This is an optimization exercise on Yosys and OpenROAD, whose aim is small area, a short achievable clock period and few clock cycles, not a production implementation.
Function was checked by simulation only, so behaviour that the tests miss may differ from the original.
Power and IR drop assume default switching activity.

==> flow/design.v, too long to show whole: its modules and the start of the top module <==
// module search: 274 lines
// module rotate: 506 lines
// module getcode: 228 lines
// module demask: 258 lines
// module decode: 42 lines
// module qr_decode: 103 lines
module qr_decode(
    input clk,                           
    input srstn,                         
    input qr_decode_start,               
    input [15:0] sram_rdata,             
    output reg [9:0] sram_raddr,             
    output decode_valid,                 
    output [7:0] decode_jis8_code,       
    output qr_decode_finish              
);
  // ...
==> flow/run.sh <==
#!/bin/bash
# synth_recipe.tcl (not shown) runs the flow's synth.tcl, then flattens the netlist and writes it again
# the make line also repeats each setting of config.mk as NAME=value (left out here)
make -C /OpenROAD-flow-scripts/flow DESIGN_CONFIG=/design/flow/config.mk WORK_HOME=/design/flow/orfs CLKGATE_MAP_FILE= SYNTH_SCRIPT=/design/flow/synth_recipe.tcl finish
==> flow/config.mk <==
export PLATFORM = sky130hd
export DESIGN_NAME = qr_decode
export DESIGN_NICKNAME = qr_decode
export VERILOG_FILES = /design/flow/design.v
export SDC_FILE = /design/flow/constraint.sdc
export NUM_CORES = 8
export LEC_CHECK = 0
export CAP_MARGIN = 20
export CORE_MARGIN = 2
export CORE_UTILIZATION = 40
export SLEW_MARGIN = 20
==> flow/constraint.sdc <==
create_clock -name core_clock -period 8.0 [get_ports {clk}]
set_input_delay 1.6000 -clock core_clock [delete_from_list [all_inputs] [get_ports {clk}]]
set_output_delay 1.6000 -clock core_clock [all_outputs]
set_load 0.01 [all_outputs]
==> run notes, run 1 <==
Initial Util = 40.2%
CP max FO = 17
Area-dominant class = multi-input gates
placer congestion estimate = 0.969
CP max-delay cell = dfxtp_1
clock share of power = 40.7%
crit-path cells = inv_1 > ha_1 > a211oi_1 > a211o_1 > o21ai_0 > or3_1 > or3_1 > xnor2_1 > fa_1 > inv_1 > ha_1 > inv_1 > nor3_1 > a221o_1 > nor3b_1 > o22ai_1 > a21oi_1 > xor2_1 > a221oi_1 > a221oi_1
register area = 28200 sq um
clock buffer depth = 4
die area = 285000 sq um
post-synthesis mux area share = 2.84%
synthesized flop and latch total = 1295
Site Rows = 194
sequential share of power = 48.6%
Wirelength per Cell = 24.3 microns
Compound-Gate Fraction of Synth Area = 32.2%
final worst path period need = 6.15 ns
Residual DRC = 0
met3 WL = 51.3 mm
Seq area share = 24.0%
post-CTS setup buffers = 0
Worst Path Required = 8.69 ns
H-tree levels = 4
Critical path origin = search.find_addr[3]$_SDFFE_PN0P_
multi-input logic portion of the cell area = 64.5%
cell taking the most area after synthesis = dfxtp_1
xor and xnor area share after synthesis = 2.57%
logic gate share of total power = 10.7%
drt via density = 6.56
critical path type = register to register
synth top area cells = dfxtp_1 19%, nand2_1 17%, a21oi_1 14%, clkbuf_1 6.8%, edfxtp_1 6.0%
most common cell in the synthesized netlist = nand2_1
Worst setup SP type = register
crit path to = rotate_m.sram_raddr[8]$_SDFF_PN0_
met2 global-route usage = 48.4%
Power per Cell Area = 170 nW/um^2
Hold Crit Class = register to register
clock latency on the worst-skew pair = 0.94 ns
status = complete, no violations
Testbench counts, summed over its fixed seeds: cycles 164,456.
==> module qr_decode, before the edit <==
module qr_decode(
    input clk,                           
    input srstn,                         
    input qr_decode_start,               
    input [15:0] sram_rdata,             
    output reg [9:0] sram_raddr,             
    output decode_valid,                 
    output [7:0] decode_jis8_code,       
    output qr_decode_finish              
);
parameter IDLE=2'b00, SEARCH=2'b01, ROTATE=2'b10, GETCODE=2'b11;
wire search_rotate;
wire rotate_getcode;
wire getcode_demask;
wire demask_decode;
wire [9:0] search_raddr, rotate_raddr, getcode_raddr;
wire [624:0] search_out;
wire scale;
wire [3:0] rotate;
wire [3:0] find_pos;
wire [9:0] find_addr;
wire [3:0] get_pos;
wire [9:0] get_addr;
wire[624:0] qrcode;
wire [223:0] demask_out;
reg [1:0] state, state_nxt;
always @(posedge clk) begin
    if(~srstn) state <= IDLE;
    else state <= state_nxt;
end
always @(*) begin
    case(state)
    IDLE: state_nxt = (qr_decode_start) ? SEARCH:IDLE;
    SEARCH: state_nxt = (search_rotate) ? ROTATE:SEARCH;
    ROTATE: state_nxt = (rotate_getcode) ? GETCODE:ROTATE;
    GETCODE: state_nxt = (getcode_demask) ? IDLE : GETCODE;
    default: state_nxt = IDLE;
    endcase
end
always @(*) begin
    case(state)
    IDLE: sram_raddr=0;
    SEARCH: sram_raddr = search_raddr;
    ROTATE: sram_raddr = rotate_raddr;
    GETCODE: sram_raddr = getcode_raddr;
    endcase
end
search search(
    .clk(clk),                         
    .srstn(srstn),
    .start(qr_decode_start),              
    .sram_rdata(sram_rdata),          
    .sram_raddr(search_raddr),            
    .scale(scale),
    .find_pos(find_pos),
    .find_addr(find_addr),
    .finish(search_rotate)
);
rotate rotate_m(
    .clk(clk),                          
    .srstn(srstn),
    .start(search_rotate),            
    .sram_rdata(sram_rdata),            
    .scale(scale),
    .find_pos(find_pos),
    .find_addr(find_addr),
    .sram_raddr(rotate_raddr),
    .rotate(rotate),         
    .get_addr(get_addr),
    .get_pos(get_pos),
    .finish(rotate_getcode)
);
getcode getcode(
    .clk(clk),
    .srstn(srstn),                        
    .start(rotate_getcode),
    .rotate(rotate),              
    .scale(scale),
    .get_pos(get_pos),
    .get_addr(get_addr),
    .sram_rdata(sram_rdata),           
    .sram_raddr(getcode_raddr),
    .load_finish(getcode_demask),
    .out(qrcode)  
);
demask demask(
    .clk(clk),
    .srstn(srstn),
    .start(getcode_demask),
    .in(qrcode),
    .finish(demask_decode),
    .demask_out(demask_out)
);
decode decode(
    .clk(clk),
    .srstn(srstn),
    .start(demask_decode),
    .in(demask_out),
    .code_out(decode_jis8_code),
    .valid(decode_valid),
    .finish(qr_decode_finish)
);
endmodule
==> inputs of run 2 (changes only) <==
==> flow/design.v (replaced) <==
module qr_decode(
    input clk,
    input srstn,
    input qr_decode_start,
    input [15:0] sram_rdata,
    output reg [9:0] sram_raddr,
    output reg decode_valid,
    output reg [7:0] decode_jis8_code,
    output reg qr_decode_finish
);
localparam S_IDLE = 4'd0, S_SCAN = 4'd1, S_RIGHT = 4'd2, S_BLK = 4'd3,
           S_RING0 = 4'd4, S_RING1 = 4'd5, S_DEC = 4'd6, S_PROBE = 4'd7,
           S_ROT = 4'd8, S_BUB = 4'd9, S_DATA = 4'd10;
localparam [9:0] ADDR0 = {5'd2, 5'd2};
reg [3:0] state, state_n;
reg [9:0] raddr_n;
reg [3:0] bsel, bsel_n;         
reg [3:0] bselL, bselL_n;       
reg oor, oor_n;                 
reg strad, strad_n;             
reg [4:0] hR, hR_n, hC, hC_n, hC2, hC2_n;
reg [2:0] cnt, cnt_n;
reg [7:0] colacc, colacc_n, rowacc, rowacc_n;
reg [6:0] xa, xa_n, ya, ya_n, xb, xb_n, yb, yb_n;
reg sL, sL_n, sR, sR_n;
reg tl, tl_n;                   
reg [1:0] rot, rot_n;
reg [2:0] m, m_n;
reg [4:0] cR, cR_n, rr, rr_n;
reg half, half_n;
reg [8:0] acc, acc_n;
reg [3:0] nacc, nacc_n;
reg [4:0] nn, nn_n, nb, nb_n;
reg gotn, gotn_n;
reg valid_n, fin_n;
reg [7:0] code_n;
wire nz = |sram_rdata;
wire pbit = sram_rdata[bsel] & ~oor;
wire lbit = sram_rdata[bselL];
wire [3:0] wcol = sram_rdata[3:0] | sram_rdata[7:4] | sram_rdata[11:8] | sram_rdata[15:12];
wire [3:0] wrow = {|sram_rdata[15:12], |sram_rdata[11:8], |sram_rdata[7:4], |sram_rdata[3:0]};
function [2:0] ffs8;   
    input [7:0] v;
    casez (v)
        8'b???????1: ffs8 = 3'd0;
        8'b??????10: ffs8 = 3'd1;
        8'b?????100: ffs8 = 3'd2;
        8'b????1000: ffs8 = 3'd3;
        8'b???10000: ffs8 = 3'd4;
        8'b??100000: ffs8 = 3'd5;
        8'b?1000000: ffs8 = 3'd6;
        default:     ffs8 = 3'd7;
    endcase
endfunction
function [2:0] fls8;   
    input [7:0] v;
    casez (v)
        8'b1???????: fls8 = 3'd7;
        8'b01??????: fls8 = 3'd6;
        8'b001?????: fls8 = 3'd5;
        8'b0001????: fls8 = 3'd4;
        8'b00001???: fls8 = 3'd3;
        8'b000001??: fls8 = 3'd2;
        8'b0000001?: fls8 = 3'd1;
        default:     fls8 = 3'd0;
    endcase
endfunction
function mbit;
    input [2:0] mk;
    input [4:0] r, c;
    reg [1:0] r3, c3, rc3, p3;
    reg rc2;
    begin
        r3 = r % 3;
        c3 = c % 3;
        rc3 = (r3 * c3) % 3;
        p3 = (r3 + c3) % 3;
        rc2 = r[0] & c[0];
        case (mk)
            3'd0: mbit = ~(r[0] ^ c[0]);
            3'd1: mbit = ~r[0];
            3'd2: mbit = (c3 == 2'd0);
            3'd3: mbit = (p3 == 2'd0);
            3'd4: mbit = ~(r[1] ^ ((c / 3) & 1'b1));
            3'd5: mbit = ~rc2 & (rc3 == 2'd0);
            3'd6: mbit = ~(rc2 ^ rc3[0]);
            default: mbit = ~((r[0] ^ c[0]) ^ rc3[0]);
        endcase
    end
endfunction
wire [6:0] xL_c = {hC - 5'd1, 2'b00} + {4'd0, ffs8(colacc)};
wire [6:0] yL_c = {hR - 5'd1, 2'b00} + {4'd0, ffs8(rowacc)};
wire [6:0] xR_c = {hC2, 2'b00} + {4'd0, fls8(colacc)};
wire [6:0] yR_c = {hR - 5'd1, 2'b00} + {4'd0, ffs8(rowacc)};
wire [6:0] y0_c = (ya < yb) ? ya : yb;
wire [6:0] dspan = xb - xa;
reg [4:0] ncR, nrr;
always @(*) begin
    ncR = cR;
    nrr = rr;
    if (cR == 5'd4) begin
        ncR = 5'd3; nrr = 5'd8;
    end else if (cR == 5'd3) begin
        ncR = 5'd24; nrr = 5'd22;
    end else if (~cR[1]) begin  
        if (rr == 5'd9 && (cR == 5'd24 || cR == 5'd20)) begin
            ncR = cR - 5'd2; nrr = 5'd9;
        end else if (rr == 5'd0) begin
            ncR = cR - 5'd2; nrr = 5'd0;
        end else if (cR == 5'd20 && rr == 5'd21)
            nrr = 5'd15;
        else if (rr == 5'd7)
            nrr = 5'd5;
        else
            nrr = rr - 5'd1;
    end else begin              
        if (rr == 5'd24) begin
            ncR = cR - 5'd2; nrr = 5'd24;
        end else if (cR == 5'd18 && rr == 5'd15)
            nrr = 5'd21;
        else if (cR == 5'd14 && rr == 5'd5)
            nrr = 5'd7;
        else
            nrr = rr + 5'd1;
    end
end
function lonly;
    input [4:0] c, r;
    lonly = (c == 5'd3) || (c == 5'd16 && r >= 5'd16 && r <= 5'd20);
endfunction
reg [8:0] bx, by, ox, oy;       
wire [8:0] px = bx + ox;
wire [8:0] py = by + oy;
reg [4:0] mc, mr;               
reg [4:0] Cp, Rp;               
wire sv2 = sL;                  
always @(*) begin
    case (rot)
        2'd0: begin Cp = mc;          Rp = mr;          end
        2'd1: begin Cp = 5'd24 - mr;  Rp = mc;          end
        2'd2: begin Cp = 5'd24 - mc;  Rp = 5'd24 - mr;  end
        default: begin Cp = mr;       Rp = 5'd24 - mc;  end
    endcase
end
wire [1:0] svv = sv2 ? 2'd2 : 2'd1;
reg [1:0] lx, ly;
reg lstr;
always @(*) begin
    lx = px[1:0];
    ly = py[1:0];
    lstr = 1'b0;
    case (rot)
        2'd0: begin lx = px[1:0] - svv; lstr = px[1:0] < svv; end
        2'd2: begin lx = px[1:0] + svv; lstr = ({1'b0, px[1:0]} + {1'b0, svv}) > 3'd3; end
        2'd1: begin ly = py[1:0] - svv; lstr = py[1:0] < svv; end
        default: begin ly = py[1:0] + svv; lstr = ({1'b0, py[1:0]} + {1'b0, svv}) > 3'd3; end
    endcase
end
reg nbits2, nbits1;
reg b1, b2;
reg [3:0] tot;
reg usegen;
reg [4:0] ncol;
reg [8:0] accs;
always @(*) begin
    state_n = state;
    raddr_n = sram_raddr;
    bsel_n = bsel;
    bselL_n = bselL;
    oor_n = 1'b0;
    strad_n = strad;
    hR_n = hR; hC_n = hC; hC2_n = hC2;
    cnt_n = cnt;
    colacc_n = colacc; rowacc_n = rowacc;
    xa_n = xa; ya_n = ya; xb_n = xb; yb_n = yb;
    sL_n = sL; sR_n = sR; tl_n = tl;
    rot_n = rot; m_n = m;
    cR_n = cR; rr_n = rr; half_n = half;
    acc_n = acc; nacc_n = nacc; nn_n = nn; nb_n = nb; gotn_n = gotn;
    valid_n = 1'b0; fin_n = 1'b0;
    code_n = decode_jis8_code;
    bx = 9'd0; by = 9'd0; ox = 9'd0; oy = 9'd0;
    mc = 5'd0; mr = 5'd0;
    usegen = 1'b0;
    nbits1 = 1'b0; nbits2 = 1'b0; b1 = 1'b0; b2 = 1'b0;
    tot = 4'd0; ncol = 5'd0; accs = acc;
    case (state)
    S_IDLE, S_SCAN: begin
        if (state == S_SCAN || qr_decode_start) begin
            if (nz) begin
                hR_n = sram_raddr[9:5];
                hC_n = sram_raddr[4:0];
                if (sram_raddr[4:0] == 5'd30) begin
                    hC2_n = 5'd30;
                    state_n = S_BLK;
                    cnt_n = 3'd0;
                    raddr_n = {sram_raddr[9:5] - 5'd1, 5'd29};
                end else begin
                    state_n = S_RIGHT;
                    raddr_n = {sram_raddr[9:5], (sram_raddr[4:0] >= 5'd18) ? 5'd30 : sram_raddr[4:0] + 5'd12};
                end
            end else begin
                state_n = S_SCAN;
                if (sram_raddr[4:0] == 5'd30)
                    raddr_n = {(sram_raddr[9:5] == 5'd30) ? 5'd2 : sram_raddr[9:5] + 5'd2, 5'd2};
                else
                    raddr_n = {sram_raddr[9:5], sram_raddr[4:0] + 5'd2};
            end
        end
    end
    S_RIGHT: begin
        if (nz || sram_raddr[4:0] == hC + 5'd2) begin
            ncol = nz ? sram_raddr[4:0] : hC;
            hC2_n = ncol;
            state_n = S_BLK;
            cnt_n = 3'd0;
            raddr_n = {hR - 5'd1, hC - 5'd1};
        end else
            raddr_n = {sram_raddr[9:5], sram_raddr[4:0] - 5'd2};
    end
    S_BLK: begin
        cnt_n = cnt + 3'd1;
        if (cnt == 3'd0 || cnt == 3'd4) begin
            colacc_n = cnt[0] ? {wcol, 4'd0} : {4'd0, wcol};
            rowacc_n = cnt[1] ? {wrow, 4'd0} : {4'd0, wrow};
        end else begin
            colacc_n = colacc | (cnt[0] ? {wcol, 4'd0} : {4'd0, wcol});
            rowacc_n = rowacc | (cnt[1] ? {wrow, 4'd0} : {4'd0, wrow});
        end
        if (cnt == 3'd4) begin
            xa_n = xL_c;
            ya_n = yL_c;
        end
        case (cnt)
            3'd0: raddr_n = {hR - 5'd1, hC};
            3'd1: raddr_n = {hR, hC - 5'd1};
            3'd2: raddr_n = {hR, hC};
            3'd3: raddr_n = {hR - 5'd1, hC2};
            3'd4: raddr_n = {hR - 5'd1, hC2 + 5'd1};
            3'd5: raddr_n = {hR, hC2};
            3'd6: raddr_n = {hR, hC2 + 5'd1};
            default: raddr_n = sram_raddr;
        endcase
        if (cnt == 3'd7) begin
            state_n = S_RING0;
            usegen = 1'b1;
            bx = {2'b0, xa}; ox = 9'd1;
            by = {2'b0, ya}; oy = 9'd1;
        end
    end
    S_RING0: begin
        sL_n = pbit;
        xb_n = xR_c;
        yb_n = yR_c;
        state_n = S_RING1;
        usegen = 1'b1;
        bx = {2'b0, xR_c}; ox = 9'h1FF;
        by = {2'b0, yR_c}; oy = 9'd1;
    end
    S_RING1: begin
        sR_n = pbit;
        state_n = S_DEC;
    end
    S_DEC: begin
        ya_n = y0_c;
        usegen = 1'b1;
        by = {2'b0, y0_c};
        if (sL == sR && dspan == (sL ? 7'd49 : 7'd24)) begin
            state_n = S_ROT;
            cnt_n = 3'd0;
            bx = {2'b0, xa};
            ox = sL ? 9'd10 : 9'd5;
            oy = sL ? 9'd8 : 9'd4;
        end else if (sL && !sR) begin
            state_n = S_PROBE;
            tl_n = 1'b1;
            xb_n = xb - 7'd24;           
            bx = {2'b0, xa}; ox = 9'd49;
            oy = 9'd49;
        end else begin
            state_n = S_PROBE;
            tl_n = 1'b0;
            xa_n = xb - (sR ? 7'd49 : 7'd24);
            xb_n = xa;
            sL_n = sR;
            sR_n = sL;
            bx = {2'b0, xb}; ox = sR ? 9'h1CF : 9'h1E8;    
            oy = sR ? 9'd49 : 9'd24;
        end
    end
    S_PROBE: begin
        if (pbit)
            rot_n = tl ? 2'd3 : 2'd2;
        else begin
            rot_n = tl ? 2'd2 : 2'd3;
            xa_n = xb;
            sL_n = sR;
        end
        state_n = S_BUB;
    end
    S_ROT: begin
        cnt_n = cnt + 3'd1;
        usegen = 1'b1;
        bx = {2'b0, xa};
        by = {2'b0, ya};
        if (cnt == 3'd0) begin
            rot_n = 2'd0;
            if (pbit) begin rot_n = 2'd2; cnt_n = 3'd3; end
            ox = sL ? 9'd38 : 9'd19;
            oy = sL ? 9'd8 : 9'd4;
        end else if (cnt == 3'd1) begin
            if (pbit) begin rot_n = 2'd3; cnt_n = 3'd3; end
            ox = sL ? 9'd10 : 9'd5;
            oy = sL ? 9'd40 : 9'd20;
        end else if (cnt == 3'd2) begin
            if (pbit) rot_n = 2'd1;
        end
        if (cnt_n == 3'd3) begin
            state_n = S_BUB;
            usegen = 1'b0;
        end
    end
    S_BUB: begin
        state_n = S_DATA;
        cR_n = 5'd4; rr_n = 5'd8; half_n = 1'b0;
        nacc_n = 4'd0; gotn_n = 1'b0; nb_n = 5'd0;
    end
    S_DATA: begin
        if (half) begin
            nbits1 = 1'b1; b1 = pbit;
        end else if (strad) begin
            nbits1 = 1'b1; b1 = pbit;
        end else begin
            nbits2 = 1'b1; b1 = pbit; b2 = lbit;
        end
        if (cR == 5'd4) begin
            if (!half) m_n[0] = ~b1;
            if (half || nbits2) m_n[1] = half ? b1 : b2;
        end else if (cR == 5'd3) begin
            m_n[2] = ~b1;
        end else begin
            if (half)
                b1 = b1 ^ mbit(m, rr, cR - 5'd1);
            else begin
                b1 = b1 ^ mbit(m, rr, cR);
                b2 = b2 ^ mbit(m, rr, cR - 5'd1);
            end
            accs = nbits2 ? {acc[6:0], b1, b2} : {acc[7:0], b1};
            acc_n = accs;
            tot = nacc + (nbits2 ? 4'd2 : 4'd1);
            nacc_n = tot;
            if (tot[3]) begin
                nacc_n = {3'b000, tot[0]};
                code_n = tot[0] ? accs[8:1] : accs[7:0];
                if (!gotn) begin
                    gotn_n = 1'b1;
                    nn_n = code_n[4:0];
                end else begin
                    valid_n = 1'b1;
                    nb_n = nb + 5'd1;
                    if (nb + 5'd1 == nn) fin_n = 1'b1;
                end
            end
        end
        if (!half && strad) begin
            half_n = 1'b1;
        end else begin
            cR_n = ncR;
            rr_n = nrr;
            half_n = lonly(ncR, nrr);
        end
        if (fin_n) begin
            state_n = S_IDLE;
        end
    end
    default: state_n = S_IDLE;
    endcase
    if (state_n == S_DATA) begin
        usegen = 1'b1;
        mc = half_n ? cR_n - 5'd1 : cR_n;
        mr = rr_n;
        bx = {2'b0, xa};
        by = {2'b0, ya};
        ox = {3'b0, sL ? {Cp, 1'b0} : {1'b0, Cp}};
        oy = {3'b0, sL ? {Rp, 1'b0} : {1'b0, Rp}};
    end
    if (usegen) begin
        raddr_n = {py[6:2], px[6:2]};
        bsel_n = {py[1:0], px[1:0]};
        bselL_n = {ly, lx};
        strad_n = lstr;
        oor_n = (px[8:7] != 2'b00) || (py[8:7] != 2'b00);
    end
    if (state_n == S_IDLE)
        raddr_n = ADDR0;
end
always @(posedge clk) begin
    if (~srstn) begin
        state <= S_IDLE;
        sram_raddr <= ADDR0;
        decode_valid <= 1'b0;
        qr_decode_finish <= 1'b0;
    end else begin
        state <= state_n;
        sram_raddr <= raddr_n;
        decode_valid <= valid_n;
        qr_decode_finish <= fin_n;
    end
end
always @(posedge clk) begin
    bsel <= bsel_n; bselL <= bselL_n; oor <= oor_n; strad <= strad_n;
    hR <= hR_n; hC <= hC_n; hC2 <= hC2_n; cnt <= cnt_n;
    colacc <= colacc_n; rowacc <= rowacc_n;
    xa <= xa_n; ya <= ya_n; xb <= xb_n; yb <= yb_n;
    sL <= sL_n; sR <= sR_n; tl <= tl_n;
    rot <= rot_n; m <= m_n;
    cR <= cR_n; rr <= rr_n; half <= half_n;
    acc <= acc_n; nacc <= nacc_n; nn <= nn_n; nb <= nb_n; gotn <= gotn_n;
    decode_jis8_code <= code_n;
end
endmodule
==> run 2 against run 1 <==
Still clean. Register-to-register slack worse by 1.3 ns. Sequential share of layout area is 1.5 points higher. Global-route usage is 10 points lower. Final area is 87% lower. Non-clock buffer count is 181 lower. First-iteration DRC count is 94% lower. Worst hold slack better by 0.23 ns. Final cell count is 90% lower. Sequential cell count is 1159 lower. Critical path type unchanged. Critical endpoint is now nn[0]$_DFFE_PP_. Largest power group unchanged. Highest routed layer is now met4.
==> run notes, run 2 <==
critical path's largest stage delay = 0.34 ns
CP max FO = 8 (-9)
Mapped Area = 13400 sq um
First-pass DRT Iterations = 5
Die Y = 187 microns
CP max-delay cell = ha_1
final setup fails = 0
cell taking the most area after synthesis = edfxtp_1
Placed Area = 14200 sq um
synth top area cells = edfxtp_1 24%, ha_1 11%, dfxtp_1 4.2%, nor2_1 4.0%, o21ai_0 3.8%
Sink Count = 136
Wirelength per Cell = 19.0 microns (-22%)
Synth Flop Type = edfxtp_1
buffers and inverters on the worst path = 4
post-synthesis sequential area ratio = 28.4%
Site Rows = 66 (-66%)
clk root buf = clkbuf_16
CP dominant cell by count = ha_1
initial antenna violation count = 0
CTS buffer count = 17
syn_nets = 1702
final count of hold timing violations = 0
logic gate share of total power = 31.6% (+21 points)
final net count = 1720
VDD IR max = 0.000145 V
clock buffer depth = 2 (-2)
final worst path period need = 7.41 ns (+1.26 ns)
Mapped Cells = 1555
Routed Antenna Nets = 0
Max Cap Viol = 0
Finished Layout Cells = 2028
ANT cells = 0
filler cell count = 3257
TritonCTS clock tree = built
Commonest cells post-synth = 143 x nor2_1, 131 x inv_1, 122 x nand2_1
# hold bufs at CTS = 0
Residual DRC = 0 (unchanged)
placer congestion estimate = 0.932 (-3.8%)
number of synthesized flops with an enable pin = 108
largest net degree at the start of global routing = 39
dpl cells = 1992
CP delay by family, top = compound AO/OA/AOI/OAI gates
relative slew slack = 32.5%
Largest Register = sram_raddr
CP Data Arrival Time = 7.57 ns
H-tree levels = 4 (unchanged)
Fin Clk Skew = 0.0120 ns
Setup crit end kind = register
drt via density = 5.94 (-9.5%)
Power per Cell Area = 170 nW/um^2 (+0.26%)
post-DP HPWL = 29.2 mm
post-synth top area share = 24.2%
Avg Inst Size Synth = 8.61 sq um
GRT Overall Usage = 21.6%
leakage power = 0.00601 uW
WL final = 38.6 mm
Worst Path Required = 8.15 ns (-0.54 ns)
synthesized flop and latch total = 136 (-89%)
most frequent cells in the layout = 143 x nor2_1, 130 x inv_1, 122 x nand2_1, 113 x ha_1, 108 x edfxtp_1
sequential share of power = 35.0% (-14 points)
critical path type = register to register
commonest non-fill, non-tap cell in the layout = nor2_1
I/O pin cnt = 39
Post-synth ARST share = 0%
Die Wd = 187 microns
P_int = 1650 uW
Max Slew Vio Count = 0
Area Overhead vs Synth = 11.6%
Final Cycle Share = 92.7%
share of cells above drive strength 1 = 8.01%
Synth cell types = 105
most common cell in the synthesized netlist = nor2_1
vias in the first global route = 11.6k
status = complete, no violations
clock-pin slew on the worst setup and hold paths = 0.07 ns
grt ovf = 0
sw frac = 35.3%
first-pass GRT wire length = 61.4 mm
core area = 32800 sq um
die area = 34900 sq um (-88%)
Hold Crit Class = register to register
vias = 12.0k
Tightest Pin Transition = 1.00 ns
DR iter-0 viols = 1180
Largest register FFs = 10
Synth warnings = 1
PortBufs = 38
NetSw = 896 uW
Initial Util = 40.8% (+0.62 points)
Worst setup SP type = register
post-route cell area = 14900 sq um
setup TNS = 0 ns
clock latency on the worst-skew pair = 0.44 ns (-0.50 ns)
clock share of power = 33.4% (-7.3 points)
fmax = 0.135 GHz
run 2: power groups by stage:
stage | Combinational (uW) | Sequential [uW] | Clock (uW)
floorplan | 589 | 875 | 0
global placement | 750 | 902 | 0
detailed placement | 767 | 903 | 0
CTS | 774 | 888 | 858
global route | 899 | 894 | 890
finish | 802 | 891 | 849
run 2: logic make-up (layout without fill, tap and decap cells):
logic type / Yosys count / count (layout) / share of synthesized area (%)
AO/OA/AOI/OAI: 434 / 434 / 22.6
XOR/XNOR: 86 / 86 / 5.73
adder cells (fa/ha/maj): 128 / 128 / 12.6
buffers and inverters: 200 / 231 / 5.85
flip-flops: 136 / 136 / 28.4
multiplexers: 54 / 54 / 5.21
AND/OR/NAND/NOR: 517 / 517 / 19.6
run 2: final timing paths:
| check | end | startpoint | slack, ns | cells after the start |
|---|---|---|---|---|
| hold / removal | hR[1]$_DFFE_PP_ | sram_raddr[6]$_SDFFE_PP1P_ | 0.57 | 0 |
| setup / recovery | nn[0]$_DFFE_PP_ | cR[1]$_DFF_P_ | 0.59 | 36 |
| hold reg to reg | hR[1]$_DFFE_PP_ | sram_raddr[6]$_SDFFE_PP1P_ | 0.57 | 0 |
| setup reg to reg | nn[0]$_DFFE_PP_ | cR[1]$_DFF_P_ | 0.59 | 36 |
run 2: per-stage QoR:
stage / power [uW] / utilization, % / hold WS, ns / setup WS (ns)
2_1_floorplan: 1460 / - / 0.521 / 0.484
3_3_place_gp: 1650 / 43.3 / 0.558 / 0.329
3_5_place_dp: 1670 / 43.3 / 0.567 / -0.00552
4_1_cts: 2520 / 45.3 / 0.574 / 0.0888
5_1_grt: 2680 / 45.6 / 0.589 / -0.108
6_report: 2540 / 45.6 / 0.571 / 0.586
run 2: worst reg2reg max path, delay by kind of cell, from the launching register on:
family | cells | cell delay (ns)
flip-flops | 1 | 0.32
buffers and inverters | 4 | 0.51
AO/OA/AOI/OAI | 13 | 2.21
adder cells (fa/ha/maj) | 9 | 2.12
XOR/XNOR | 4 | 0.69
AND/OR/NAND/NOR | 4 | 0.69
multiplexers | 2 | 0.58
run 2: repair_timing:
action / CTS / global route
buffers inserted: 0 / 4
resized for setup: 1 / 17
endpoints found under the setup margin: 2 / 6
gates cloned: 0 / 0
pin swaps: 0 / 1
run 2: final cells by class:
| cell class | count | area (sq um) | area share [%] |
|---|---|---|---|
| Sequential cell | 136 | 3800 | 25.5 |
| Inverter | 134 | 503 | 3.37 |
| Tap cell | 442 | 553 | 3.70 |
| Clock inverter | 15 | 198 | 1.32 |
| Timing Repair Buffer | 65 | 587 | 3.93 |
| Multi-Input combinational cell | 1219 | 8870 | 59.4 |
| Clock buffer | 17 | 425 | 2.85 |
run 2: metal layers:
metal / vias to the layer above / track usage (%) / wire length (microns)
li1: 5816 / - / -
met1: 5829 / 27.3 / 17100
met2: 329 / 38.0 / 19000
met3: 64 / 2.81 / 1630
met4: 0 / 6.93 / 854
met5: - / 0 / 0
Testbench counts of run 2, summed over its fixed seeds: cycles 44,252.
==> inputs of run 3 (changes only) <==
==> flow/design.v (replaced) <==
module qr_decode(
    input clk,
    input srstn,
    input qr_decode_start,
    input [15:0] sram_rdata,
    output reg [9:0] sram_raddr,
    output reg decode_valid,
    output [7:0] decode_jis8_code,
    output reg qr_decode_finish
);
localparam S_IDLE = 4'd0, S_SCANA = 4'd1, S_SCANB = 4'd2, S_RIGHT = 4'd3,
           S_BLK = 4'd4, S_RING0 = 4'd5, S_RING1 = 4'd6, S_DEC2 = 4'd7,
           S_PROBE = 4'd8, S_ROT = 4'd9, S_DATA = 4'd10;
localparam [9:0] ADDR0 = {5'd1, 5'd2};
reg [3:0] state, state_n;
reg [9:0] raddr_n;
reg [3:0] bsel, bsel_n;         
reg [3:0] bselL, bselL_n;       
reg oor, oor_n;                 
reg [3:0] hA, hA_n;             
reg [3:0] hR, hR_n, hC, hC_n, hC2, hC2_n;    
reg [2:0] cnt, cnt_n;
reg [7:0] colacc, colacc_n, rowacc, rowacc_n;
reg [6:0] xa, xa_n, ya, ya_n, xb, xb_n;
reg sL, sL_n, sR, sR_n;
reg tl, tl_n, pneg, pneg_n;
reg [1:0] rot, rot_n;
reg [2:0] m, m_n;
reg first, first_n;
reg strA, strA_n, strB, strB_n;    
reg [6:0] OX, OX_n, OY, OY_n;      
reg pv1, pv1_n, two1, two1_n, mR1, mR1_n, mL1, mL1_n;
reg [1:0] ft1, ft1_n, tg1, tg1_n;
reg pv, pv_n, two, two_n, mR, mR_n, mL, mL_n;
reg [1:0] ft, ft_n, tg, tg_n;      
reg [4:0] nc, nc_n, nr, nr_n;
reg nh, nh_n;
reg [1:0] late, late_n;
reg [8:0] acc, acc_n;
reg [2:0] nacc, nacc_n;
reg [4:0] rem, rem_n;
reg gotn, gotn_n, capn, capn_n;
reg valid_n, fin_n;
function [15:0] dec16;
    input [3:0] v;
    dec16 = 16'd1 << v;
endfunction
wire nz = |sram_rdata;
wire pbit = |(sram_rdata & dec16(bsel)) & ~oor;
wire lbit = |(sram_rdata & dec16(bselL));
wire [3:0] wcol = sram_rdata[3:0] | sram_rdata[7:4] | sram_rdata[11:8] | sram_rdata[15:12];
wire [3:0] wrow = {|sram_rdata[15:12], |sram_rdata[11:8], |sram_rdata[7:4], |sram_rdata[3:0]};
assign decode_jis8_code = nacc[0] ? acc[8:1] : acc[7:0];
function [2:0] ffs8;   
    input [7:0] v;
    casez (v)
        8'b???????1: ffs8 = 3'd0;
        8'b??????10: ffs8 = 3'd1;
        8'b?????100: ffs8 = 3'd2;
        8'b????1000: ffs8 = 3'd3;
        8'b???10000: ffs8 = 3'd4;
        8'b??100000: ffs8 = 3'd5;
        8'b?1000000: ffs8 = 3'd6;
        default:     ffs8 = 3'd7;
    endcase
endfunction
function [2:0] fls8;   
    input [7:0] v;
    casez (v)
        8'b1???????: fls8 = 3'd7;
        8'b01??????: fls8 = 3'd6;
        8'b001?????: fls8 = 3'd5;
        8'b0001????: fls8 = 3'd4;
        8'b00001???: fls8 = 3'd3;
        8'b000001??: fls8 = 3'd2;
        8'b0000001?: fls8 = 3'd1;
        default:     fls8 = 3'd0;
    endcase
endfunction
function [1:0] mod3;
    input [4:0] v;
    case (v)
        5'd0, 5'd3, 5'd6, 5'd9, 5'd12, 5'd15, 5'd18, 5'd21, 5'd24, 5'd27, 5'd30: mod3 = 2'd0;
        5'd1, 5'd4, 5'd7, 5'd10, 5'd13, 5'd16, 5'd19, 5'd22, 5'd25, 5'd28, 5'd31: mod3 = 2'd1;
        default: mod3 = 2'd2;
    endcase
endfunction
function div3odd;      
    input [4:0] v;
    case (v)
        5'd3, 5'd4, 5'd5, 5'd9, 5'd10, 5'd11, 5'd15, 5'd16, 5'd17,
        5'd21, 5'd22, 5'd23, 5'd27, 5'd28, 5'd29: div3odd = 1'b1;
        default: div3odd = 1'b0;
    endcase
endfunction
function mbit;
    input [2:0] mk;
    input [4:0] r, c;
    reg [1:0] r3, c3;
    reg z3, o3, s3, rc2;
    begin
        r3 = mod3(r);
        c3 = mod3(c);
        z3 = (r3 == 2'd0) || (c3 == 2'd0);
        o3 = (r3 == c3) && !z3;
        s3 = (r3 == 2'd0 && c3 == 2'd0) || (r3[0] && c3[1]) || (r3[1] && c3[0]);
        rc2 = r[0] & c[0];
        case (mk)
            3'd0: mbit = ~(r[0] ^ c[0]);
            3'd1: mbit = ~r[0];
            3'd2: mbit = (c3 == 2'd0);
            3'd3: mbit = s3;
            3'd4: mbit = ~(r[1] ^ div3odd(c));
            3'd5: mbit = ~rc2 & z3;
            3'd6: mbit = ~(rc2 ^ o3);
            default: mbit = ~((r[0] ^ c[0]) ^ o3);
        endcase
    end
endfunction
wire [2:0] fcol = ffs8(colacc);
wire [2:0] lcol = fls8(colacc);
wire [2:0] frow = ffs8(rowacc);
wire [4:0] hRm1 = {hR, 1'b0} - 5'd1;
wire [4:0] hCm1 = {hC, 1'b0} - 5'd1;
wire [6:0] xL_c = {hCm1, 2'b00} + {4'd0, fcol};
wire [6:0] yB_c = {hRm1, 2'b00} + {4'd0, frow};
wire [6:0] xR_c = {hC2, 3'b000} + {4'd0, lcol};
wire [6:0] xa1 = xa + 7'd1;
wire [6:0] ya1 = ya + 7'd1;
wire [6:0] xR1 = xR_c - 7'd1;
wire [6:0] yB1 = yB_c + 7'd1;
wire [6:0] y0_c = (ya < yB_c) ? ya : yB_c;
wire [6:0] dspan = xb - xa;
wire d49 = (dspan == 7'd49);
wire d24 = (dspan == 7'd24);
wire [6:0] xbm24 = xb - 7'd24;
wire [6:0] xbm49 = xb - 7'd49;
wire [4:0] c1 = {hA, 1'b0};
wire [4:0] wlo = (c1 <= 5'd14) ? 5'd2 : c1 - 5'd12;
wire [4:0] whi = (c1 >= 5'd18) ? 5'd30 : c1 + 5'd12;
wire [4:0] arow = sram_raddr[9:5];
wire [4:0] acol = sram_raddr[4:0];
wire [4:0] aRow1 = arow + 5'd1;
wire [9:0] sa_miss = (acol >= 5'd23) ? {aRow1, (aRow1[1:0] == 2'd0) ? 5'd8 : {2'b00, aRow1[1:0], 1'b0}}
                                      : {arow, acol + 5'd8};
wire [4:0] sbrow = (arow <= 5'd6) ? 5'd2 : arow - 5'd4 + {4'd0, arow[0]};
wire [9:0] sa_hit = {sbrow, (acol <= 5'd14) ? 5'd2 : acol - 5'd12};
wire [9:0] sb_miss = (acol == whi) ? {arow + 5'd2, wlo} : {arow, acol + 5'd2};
wire [9:0] sb_hit = (acol == 5'd30) ? {arow - 5'd1, 5'd29}
                                    : {arow, (acol >= 5'd18) ? 5'd30 : acol + 5'd12};
wire rdone = (acol[4:1] == hC + 4'd1);
wire [9:0] blk0 = {hRm1, hCm1};
wire [9:0] rt_miss = {arow, acol - 5'd2};
reg [4:0] ncR, nrr;
always @(*) begin
    ncR = nc;
    nrr = nr;
    if (~nc[1]) begin           
        if (nr == 5'd9 && (nc == 5'd24 || nc == 5'd20)) begin
            ncR = nc - 5'd2; nrr = 5'd9;
        end else if (nr == 5'd0) begin
            ncR = nc - 5'd2; nrr = 5'd0;
        end else if (nc == 5'd20 && nr == 5'd21)
            nrr = 5'd15;
        else if (nr == 5'd7)
            nrr = 5'd5;
        else
            nrr = nr - 5'd1;
    end else begin              
        if (nr == 5'd24) begin
            ncR = nc - 5'd2; nrr = 5'd24;
        end else if (nc == 5'd18 && nr == 5'd15)
            nrr = 5'd21;
        else if (nc == 5'd14 && nr == 5'd5)
            nrr = 5'd7;
        else
            nrr = nr + 5'd1;
    end
end
wire lonext = (nc == 5'd16) && (nr >= 5'd17) && (nr <= 5'd21);
wire [1:0] svv = sL ? 2'd2 : 2'd1;    
wire fmt = (nc <= 5'd4);
wire nstr = nc[1] ? strB : strA;
wire [4:0] mc = (nh && !fmt) ? nc - 5'd1 : nc;
wire [4:0] ax = rot[0] ? nr : mc;
wire [4:0] ay = rot[0] ? mc : nr;
wire negx = rot[0] ^ rot[1];
wire negy = rot[1];
wire [5:0] vx = sL ? {ax, 1'b0} : {1'b0, ax};
wire [5:0] vy = sL ? {ay, 1'b0} : {1'b0, ay};
wire [6:0] mOX = negx ? ~{1'b0, vx} : {1'b0, vx};
wire [6:0] mOY = negy ? ~{1'b0, vy} : {1'b0, vy};
wire [6:0] pbase = rot[0] ? ya : xa;
wire oc = sL & (pbase[1:0] == (rot[1] ? 2'd3 : 2'd1));
wire [6:0] k24 = sL ? 7'd48 : 7'd24;
wire [6:0] Ox = xa + (negx ? k24 : 7'd0) + {6'd0, oc & ~rot[0]};
wire [6:0] Oy = ya + (negy ? k24 : 7'd0) + {6'd0, oc & rot[0]};
wire [1:0] plow = pbase[1:0] + {1'b0, oc};
wire [1:0] plowB = sL ? plow : plow + 2'd2;
wire fA = rot[1] ? ({1'b0, plow} + {1'b0, svv}) > 3'd3 : plow < svv;
wire fB = rot[1] ? ({1'b0, plowB} + {1'b0, svv}) > 3'd3 : plowB < svv;
wire cinx = (state == S_DATA) & negx;
wire ciny = (state == S_DATA) & negy;
wire [8:0] px = {2'b00, xa} + {{2{OX[6]}}, OX} + {8'd0, cinx};
wire [8:0] py = {2'b00, ya} + {{2{OY[6]}}, OY} + {8'd0, ciny};
reg [1:0] lx, ly;
always @(*) begin
    lx = px[1:0];
    ly = py[1:0];
    case (rot)
        2'd0: lx = px[1:0] - svv;
        2'd2: lx = px[1:0] + svv;
        2'd1: ly = py[1:0] - svv;
        default: ly = py[1:0] + svv;
    endcase
end
reg mRl, mLl;
always @(*) begin
    case (tg)
        2'd1: begin mRl = mbit(m, 5'd22, 5'd24); mLl = mbit(m, 5'd22, 5'd23); end
        2'd2: begin mRl = mbit(m, 5'd21, 5'd24); mLl = mbit(m, 5'd21, 5'd23); end
        2'd3: begin mRl = mbit(m, 5'd22, 5'd23); mLl = 1'b0; end
        default: begin mRl = mR; mLl = mL; end
    endcase
end
reg b1, b2;
reg [3:0] tot;
reg [8:0] accs;
reg stage2, issue;
always @(*) begin
    state_n = state;
    raddr_n = sram_raddr;
    bsel_n = bsel;
    bselL_n = bselL;
    oor_n = 1'b0;
    hA_n = hA; hR_n = hR; hC_n = hC; hC2_n = hC2;
    cnt_n = cnt;
    colacc_n = colacc; rowacc_n = rowacc;
    xa_n = xa; ya_n = ya; xb_n = xb;
    sL_n = sL; sR_n = sR; tl_n = tl; pneg_n = pneg;
    rot_n = rot; m_n = m; first_n = 1'b0;
    strA_n = strA; strB_n = strB;
    OX_n = OX; OY_n = OY;
    pv1_n = 1'b0; two1_n = two1; ft1_n = ft1; mR1_n = mR1; mL1_n = mL1; tg1_n = tg1;
    pv_n = 1'b0; two_n = two; ft_n = ft; mR_n = mR; mL_n = mL; tg_n = tg;
    nc_n = nc; nr_n = nr; nh_n = nh; late_n = late;
    acc_n = acc; nacc_n = nacc; rem_n = rem; gotn_n = gotn; capn_n = 1'b0;
    valid_n = 1'b0; fin_n = 1'b0;
    b1 = 1'b0; b2 = 1'b0; tot = 4'd0; accs = acc;
    stage2 = 1'b0; issue = 1'b0;
    case (state)
    S_IDLE, S_SCANA: begin
        if (state == S_SCANA || qr_decode_start) begin
            hA_n = acol[4:1];
            state_n = nz ? S_SCANB : S_SCANA;
            raddr_n = nz ? sa_hit : sa_miss;
        end
    end
    S_SCANB: begin
        hR_n = arow[4:1];
        hC_n = acol[4:1];
        hC2_n = 4'd15;
        cnt_n = 3'd0;
        if (nz)
            state_n = (acol == 5'd30) ? S_BLK : S_RIGHT;
        raddr_n = nz ? sb_hit : sb_miss;
    end
    S_RIGHT: begin
        hC2_n = nz ? acol[4:1] : hC;
        cnt_n = 3'd0;
        if (nz || rdone)
            state_n = S_BLK;
        raddr_n = (nz || rdone) ? blk0 : rt_miss;
    end
    S_BLK: begin
        cnt_n = cnt + 3'd1;
        if (cnt == 3'd0 || cnt == 3'd4) begin
            colacc_n = cnt[0] ? {wcol, 4'd0} : {4'd0, wcol};
            rowacc_n = cnt[1] ? {wrow, 4'd0} : {4'd0, wrow};
        end else begin
            colacc_n = colacc | (cnt[0] ? {wcol, 4'd0} : {4'd0, wcol});
            rowacc_n = rowacc | (cnt[1] ? {wrow, 4'd0} : {4'd0, wrow});
        end
        if (cnt == 3'd4) begin
            xa_n = xL_c;
            ya_n = yB_c;
        end
        case (cnt)
            3'd0: raddr_n = {hRm1, hC, 1'b0};
            3'd1: raddr_n = {hR, 1'b0, hCm1};
            3'd2: raddr_n = {hR, 1'b0, hC, 1'b0};
            3'd3: raddr_n = {hRm1, hC2, 1'b0};
            3'd4: raddr_n = {hRm1, hC2, 1'b1};
            3'd5: raddr_n = {hR, 1'b0, hC2, 1'b0};
            3'd6: raddr_n = {hR, 1'b0, hC2, 1'b1};
            default: begin
                raddr_n = {ya1[6:2], xa1[6:2]};
                bsel_n = {ya1[1:0], xa1[1:0]};
                state_n = S_RING0;
            end
        endcase
    end
    S_RING0: begin
        sL_n = pbit;
        xb_n = xR_c;
        ya_n = y0_c;
        raddr_n = {yB1[6:2], xR1[6:2]};
        bsel_n = {yB1[1:0], xR1[1:0]};
        state_n = S_RING1;
    end
    S_RING1: begin
        state_n = S_DEC2;
        sR_n = pbit;
        pneg_n = 1'b0;
        if (pbit ? (sL & d49) : (~sL & d24)) begin
            cnt_n = 3'd0;
            OX_n = sL ? 7'd10 : 7'd5;
            OY_n = sL ? 7'd8 : 7'd4;
        end else if (sL & ~pbit) begin
            tl_n = 1'b1;
            cnt_n = 3'd4;
            xb_n = xbm24;
            OX_n = 7'd49;
            OY_n = 7'd49;
        end else begin
            tl_n = 1'b0;
            cnt_n = 3'd4;
            xa_n = pbit ? xbm49 : xbm24;
            pneg_n = pbit ? (xb < 7'd49) : (xb < 7'd24);
            xb_n = xa;
            sL_n = pbit;
            sR_n = sL;
            OX_n = 7'd0;
            OY_n = pbit ? 7'd49 : 7'd24;
        end
    end
    S_DEC2: begin
        stage2 = 1'b1;
        if (cnt[2])
            state_n = S_PROBE;
        else begin
            state_n = S_ROT;
            OX_n = sL ? 7'd38 : 7'd19;
            OY_n = sL ? 7'd8 : 7'd4;
        end
    end
    S_PROBE: begin
        if (pbit & ~pneg)
            rot_n = tl ? 2'd3 : 2'd2;
        else begin
            rot_n = tl ? 2'd2 : 2'd3;
            xa_n = xb;
            sL_n = sR;
        end
        state_n = S_DATA;
    end
    S_ROT: begin
        cnt_n = cnt + 3'd1;
        stage2 = 1'b1;
        OX_n = sL ? 7'd10 : 7'd5;
        OY_n = sL ? 7'd40 : 7'd20;
        if (cnt == 3'd0) begin
            rot_n = 2'd2;
            if (pbit) state_n = S_DATA;
        end else if (cnt == 3'd1) begin
            rot_n = 2'd3;
            if (pbit) state_n = S_DATA;
        end else begin
            rot_n = pbit ? 2'd1 : 2'd0;
            state_n = S_DATA;
        end
    end
    S_DATA: begin
        stage2 = 1'b1;
        issue = 1'b1;
        if (first) begin
            xa_n = Ox;
            ya_n = Oy;
            strA_n = fA;
            strB_n = fB;
        end
        if (pv) begin
            b1 = pbit;
            b2 = lbit;
            if (ft == 2'd1) begin
                m_n[0] = ~b1;
            end else if (ft == 2'd2) begin
                m_n[1] = b1;
            end else if (ft == 2'd3) begin
                m_n[2] = ~b1;
            end else begin
                b1 = b1 ^ mRl;
                b2 = b2 ^ mLl;
                accs = two ? {acc[6:0], b1, b2} : {acc[7:0], b1};
                acc_n = accs;
                tot = {1'b0, nacc} + (two ? 4'd2 : 4'd1);
                nacc_n = tot[2:0];
                if (tot[3]) begin
                    nacc_n = {2'b00, tot[0]};
                    if (!gotn) begin
                        gotn_n = 1'b1;
                        capn_n = 1'b1;
                    end else begin
                        valid_n = 1'b1;
                        rem_n = rem - 5'd1;
                        if (rem == 5'd1) fin_n = 1'b1;
                    end
                end
            end
        end
        if (capn) rem_n = decode_jis8_code[4:0];
        if (fin_n) state_n = S_IDLE;
    end
    default: state_n = S_IDLE;
    endcase
    if (state_n == S_DATA && state != S_DATA) begin
        first_n = 1'b1;
        nc_n = 5'd4; nr_n = 5'd8; nh_n = 1'b0; late_n = 2'd0;
        nacc_n = 3'd0; gotn_n = 1'b0;
    end
    if (issue) begin
        pv1_n = 1'b1;
        OX_n = mOX;
        OY_n = mOY;
        two1_n = !fmt && !nh && !nstr;
        ft1_n = !fmt ? 2'd0 : (nc == 5'd4) ? 2'd1 : (nc == 5'd3) ? 2'd2 : 2'd3;
        mR1_n = mbit(m, nr, mc);
        mL1_n = mbit(m, nr, nc - 5'd1);
        tg1_n = (late == 2'd0) ? 2'd0 : nh ? 2'd3 : (nr == 5'd22) ? 2'd1 : 2'd2;
        if (late != 2'd0) late_n = late - 2'd1;
        if (fmt) begin
            if (nc == 5'd2) begin
                nc_n = 5'd24; nr_n = 5'd22; nh_n = 1'b0;
                late_n = 2'd2;
            end else
                nc_n = nc - 5'd1;
        end else if (!nh && nstr) begin
            nh_n = 1'b1;
        end else begin
            nc_n = ncR;
            nr_n = nrr;
            nh_n = lonext;
        end
    end
    if (stage2) begin
        raddr_n = {py[6:2], px[6:2]};
        bsel_n = {py[1:0], px[1:0]};
        bselL_n = {ly, lx};
        oor_n = (px[8:7] != 2'b00) || (py[8:7] != 2'b00);
        pv_n = pv1; two_n = two1; ft_n = ft1; mR_n = mR1; mL_n = mL1; tg_n = tg1;
    end
    if (state_n == S_IDLE)
        raddr_n = ADDR0;
end
always @(posedge clk) begin
    if (~srstn) begin
        state <= S_IDLE;
        sram_raddr <= ADDR0;
        decode_valid <= 1'b0;
        qr_decode_finish <= 1'b0;
    end else begin
        state <= state_n;
        sram_raddr <= raddr_n;
        decode_valid <= valid_n;
        qr_decode_finish <= fin_n;
    end
end
always @(posedge clk) begin
    bsel <= bsel_n; bselL <= bselL_n; oor <= oor_n;
    hA <= hA_n; hR <= hR_n; hC <= hC_n; hC2 <= hC2_n; cnt <= cnt_n;
    colacc <= colacc_n; rowacc <= rowacc_n;
    xa <= xa_n; ya <= ya_n; xb <= xb_n;
    sL <= sL_n; sR <= sR_n; tl <= tl_n; pneg <= pneg_n;
    rot <= rot_n; m <= m_n; first <= first_n;
    strA <= strA_n; strB <= strB_n;
    OX <= OX_n; OY <= OY_n;
    pv1 <= pv1_n; two1 <= two1_n; ft1 <= ft1_n; mR1 <= mR1_n; mL1 <= mL1_n; tg1 <= tg1_n;
    pv <= pv_n; two <= two_n; ft <= ft_n; mR <= mR_n; mL <= mL_n; tg <= tg_n;
    nc <= nc_n; nr <= nr_n; nh <= nh_n; late <= late_n;
    acc <= acc_n; nacc <= nacc_n; rem <= rem_n; gotn <= gotn_n; capn <= capn_n;
end
endmodule
--- a/flow/config.mk
+++ b/flow/config.mk
@@ -6,6 +6,8 @@
 export NUM_CORES = 8
 export LEC_CHECK = 0
+export ABC_CLOCK_PERIOD_IN_PS = 4000
 export CAP_MARGIN = 20
 export CORE_MARGIN = 2
 export CORE_UTILIZATION = 40
+export SETUP_SLACK_MARGIN = 4
 export SLEW_MARGIN = 20
==> run 3 against run 2 <==
Setup slack better by 3.4 ns. Final cell count rose by 3.3%. Die area increased by 1.8%. Still clean on timing, DRC and antenna. Total power increased by 1.8%. Fmax is 86% higher. First-iteration DRC count decreased by 2.1%. Clock skew increased by 0.0030 ns. Worst hold slack worse by 0.15 ns. Critical path depth down 23. Register-to-register slack improved by 3.6 ns. Sequential share of layout area increased by 2.4 points. Core utilization grew 0.81 points.
==> run notes, run 3 <==
status = complete, no violations
Post-synth ARST share = 0% (unchanged)
fmax = 0.251 GHz (+86%)
clock buffer depth = 2 (unchanged)
initial antenna violation count = 0 (unchanged)
placer congestion estimate = 0.937 (+0.52%)
dpl cells = 2013 (+1.1%)
Hold Crit Depth = 0 (unchanged)
Routed Antenna Nets = 0 (unchanged)
syn_nets = 1728 (+1.5%)
share of cells above drive strength 1 = 12.5% (+4.4 points)
xor and xnor area share after synthesis = 7.59% (+1.9 points)
Synth Area in Adders = 11.4% (-1.2 points)
I/O pin cnt = 39 (unchanged)
largest family of logic cells by synthesized area = compound AO/OA/AOI/OAI gates
CP Data Arrival Time = 4.38 ns (-3.19 ns)
Sink Count = 156 (+15%)
Largest regs = sram_raddr: 10 flops, acc: 9 flops, colacc: 8 flops
flop2flop setup slack = 4.16 ns (+3.57 ns)
commonest non-fill, non-tap cell in the layout = nand2_1
H-tree levels = 4 (unchanged)
relative slew slack = 36.9% (+4.4 points)
final count of hold timing violations = 0 (unchanged)
Die Wd = 189 microns (+0.87%)
final setup fails = 0 (unchanged)
number of synthesized flops with an enable pin = 120 (+11%)
grt ovf = 0 (unchanged)
Synth cell types = 90 (-14%)
synthesized flop and latch total = 156 (+15%)
Worst setup SP type = primary input
first-pass GRT wire length = 63.7 mm (+3.7%)
vias in the first global route = 11.7k (+1.0%)
ANT cells = 0 (unchanged)
Wirelength per Cell = 19.3 microns (+1.2%)
Largest register FFs = 10 (unchanged)
post-synthesis mux area share = 4.92% (-0.28 points)
DR iter-0 viols = 1155 (-2.1%)
leakage power = 0.00626 uW (+4.1%)
synth top area cells = edfxtp_1 26%, ha_1 11%, dfxtp_1 5.3%, xnor2_1 4.6%, nand2_1 4.2%
GRT Overall Usage = 22.6% (+1.0 points)
area of the multi-input gates = 8720 sq um (-1.7%)
clk root buf = clkbuf_16
clock-pin slew on the worst setup and hold paths = 0.07 ns (about the same)
pre-CTS WS = 2.36 ns (+2.36 ns)
Max Cap Viol = 0 (unchanged)
most common cell in the synthesized netlist = nand2_1
Area Overhead vs Synth = 14.2%
Hold Crit Class = register to register
post-DP HPWL = 29.6 mm (+1.5%)
VDD IR max = 0.000136 V (-6.0%)
Mapped Cells = 1588 (+2.1%)
die area = 35600 sq um (+1.8%)
final core utilization = 46.4% (+0.81 points)
Residual DRC = 0 (unchanged)
most frequent cells in the layout = 152 x nand2_1, 131 x nor2_1, 120 x edfxtp_1, 115 x inv_1, 114 x a21oi_1
clock latency on the worst-skew pair = 0.45 ns (about the same)
First-pass DRT Iterations = 5 (unchanged)
Site Rows = 67 (+1.5%)
Largest Register = sram_raddr
Power per Cell Area = 166 nW/um^2 (-2.3%)
Compound-Gate Fraction of Synth Area = 20.7% (-1.8 points)
Initial Util = 40.6% (-0.19 points)
PortBufs = 38 (unchanged)
Avg Inst Size Synth = 8.58 sq um (-0.32%)
post-synthesis sequential area ratio = 31.7% (+3.3 points)
Fin Clk Skew = 0.0149 ns (+0.00296 ns)
critical path type = primary input to register
cells on worst reg2reg path = 14 (-61%)
Setup crit end kind = register
TritonCTS clock tree = built
Max Slew Vio Count = 0 (unchanged)
CTS buffer count = 17 (unchanged)
post-synth top area share = 26.4% (+2.2 points)
setup TNS = 0 ns (unchanged)
simple-gate share of the synthesized area = 18.1% (-1.5 points)
core area = 33500 sq um (+2.3%)
final net count = 1773 (+3.1%)
drt via density = 5.83 (-1.7%)
Synth Flop Type = edfxtp_1
unrepaired setup endpoints after global routing = yes
vias = 12.2k (+1.5%)
Final Cycle Share = 49.9% (-43 points)
Finished Layout Cells = 2094 (+3.3%)
Tightest Pin Transition = 0.946 ns (-0.0571 ns)
largest net degree at the start of global routing = 46 (+18%)
cell taking the most area after synthesis = edfxtp_1
Mapped Area = 13600 sq um (+1.8%)
register area = 4340 sq um (+14%)
post-route setup slack = 4.01 ns (+3.42 ns)
WL final = 40.4 mm (+4.5%)
final worst path period need = 3.99 ns (-3.42 ns)
Die Y = 189 microns (+0.87%)
Synth warnings = 1 (unchanged)
filler cell count = 3261 (+0.12%)
Worst Path Required = 8.39 ns (+0.24 ns)
Commonest cells post-synth = 154 x nand2_1, 132 x nor2_1, 120 x edfxtp_1
CP max FO = 4 (-4)
## run 3: worst max-delay path: stages
cell and delay, ns:
buf_2 0.14, mux4_2 0.50, a211oi_4 0.29, a211oi_4 0.09, o21ai_2 0.21, nor2b_4 0.24, clkinv_4 0.11, o21ai_4 0.18
nand3_4 0.11, ha_4 0.29, mux2i_1 0.06, a222oi_1 0.38, o21a_1 0.17
## run 3: repair_timing
action / in CTS / in global routing
gates resized for setup: 84 / 41
setup buffers: 32 / 17
pin swaps: 16 / 16
hold buffers: 0 / 0
endpoints found under the setup margin: 73 / 20
## run 3: worst paths after layout
check                                     start             to
worst max register to register  nc[0]$_DFFE_PP_  mR1$_DFFE_PP_
worst max-delay path              sram_rdata[3]       register
worst min-delay path              mR1$_DFFE_PP_   mR$_DFFE_PN_
worst min register to register    mR1$_DFFE_PP_   mR$_DFFE_PN_
## run 3: kinds of logic (layout without fill, tap and decap cells)
family,after synthesis,after routing
buffers and inverters,197,255
AO/OA/AOI/OAI,437,437
flip-flops,156,156
AND/OR/NAND/NOR,504,504
adder cells (fa/ha/maj),121,121
multiplexers,55,55
XOR/XNOR,118,118
## run 3: power breakdown
part | leakage, uW | internal, uW | total (uW) | switching (uW)
Sequential | 0.00137 | 920 | 1020 | 95.2
Combinational | 0.00459 | 300 | 699 | 399
Clock | 0.000301 | 497 | 872 | 375
Total | 0.00626 | 1720 | 2590 | 869
## run 3: final cells by class
| cell class | count | area share [%] |
|---|---|---|
| clock buffers | 17 | 2.73 |
| clock inverters | 15 | 1.19 |
| inverters | 123 | 3.01 |
| multi-input cells | 1235 | 56.1 |
| flip-flops and latches | 156 | 27.9 |
| well taps | 448 | 3.60 |
| repair buffers | 100 | 5.53 |
## run 3: metal layers
metal / GRT usage, % / vias to the layer above / share of wire, %
met4: 9.53 / 0 / 3.4
met2: 35.9 / 427 / 45
met5: 0 / - / 0
li1: - / 5858 / -
met3: 2.91 / 80 / 6.2
met1: 31.0 / 5852 / 45
## run 3: per-stage QoR
stage                     total power [uW]  instance area, sq um  hold slack, ns
after floorplan                       1500                 13700           0.400
after global routing                  2710                 15600           0.432
final                                 2590                 15600           0.420
after global placement                1690                 14400           0.401
after detailed placement              1700                 14400           0.406
after CTS                             2570                 15300           0.422
Testbench counts of run 3, summed over its fixed seeds: cycles 39,409.

static timing again, ports no longer ideal:
Ports are ideal in the flow. The routed layouts listed here were re-timed in OpenROAD. Step 1 assumes that a clkbuf_16 drives the clock port and a buf_2 every other input. Step 2 times the ports against the registers' clock, not the clock port: input delays grow and output delays shrink by t, the midpoint of the rising clock arrivals with the driver on. a / b / c = ideal ports / drivers / drivers and shift; a / b = the first two.
run	shift t [ns]	setup WS [ns]	cell pins on the clock port's net
run 1	0.978	1.851 / 1.851 / 1.851	1
run 2	0.483	0.586 / 0.586 / 0.586	1
run 3	0.494	4.010 / 4.034 / 3.540	1
After both steps setup and hold are still met in every run listed. The setup slack of run 3, which loses most, moves by +0.024 ns with the drivers and by -0.470 ns with both steps.
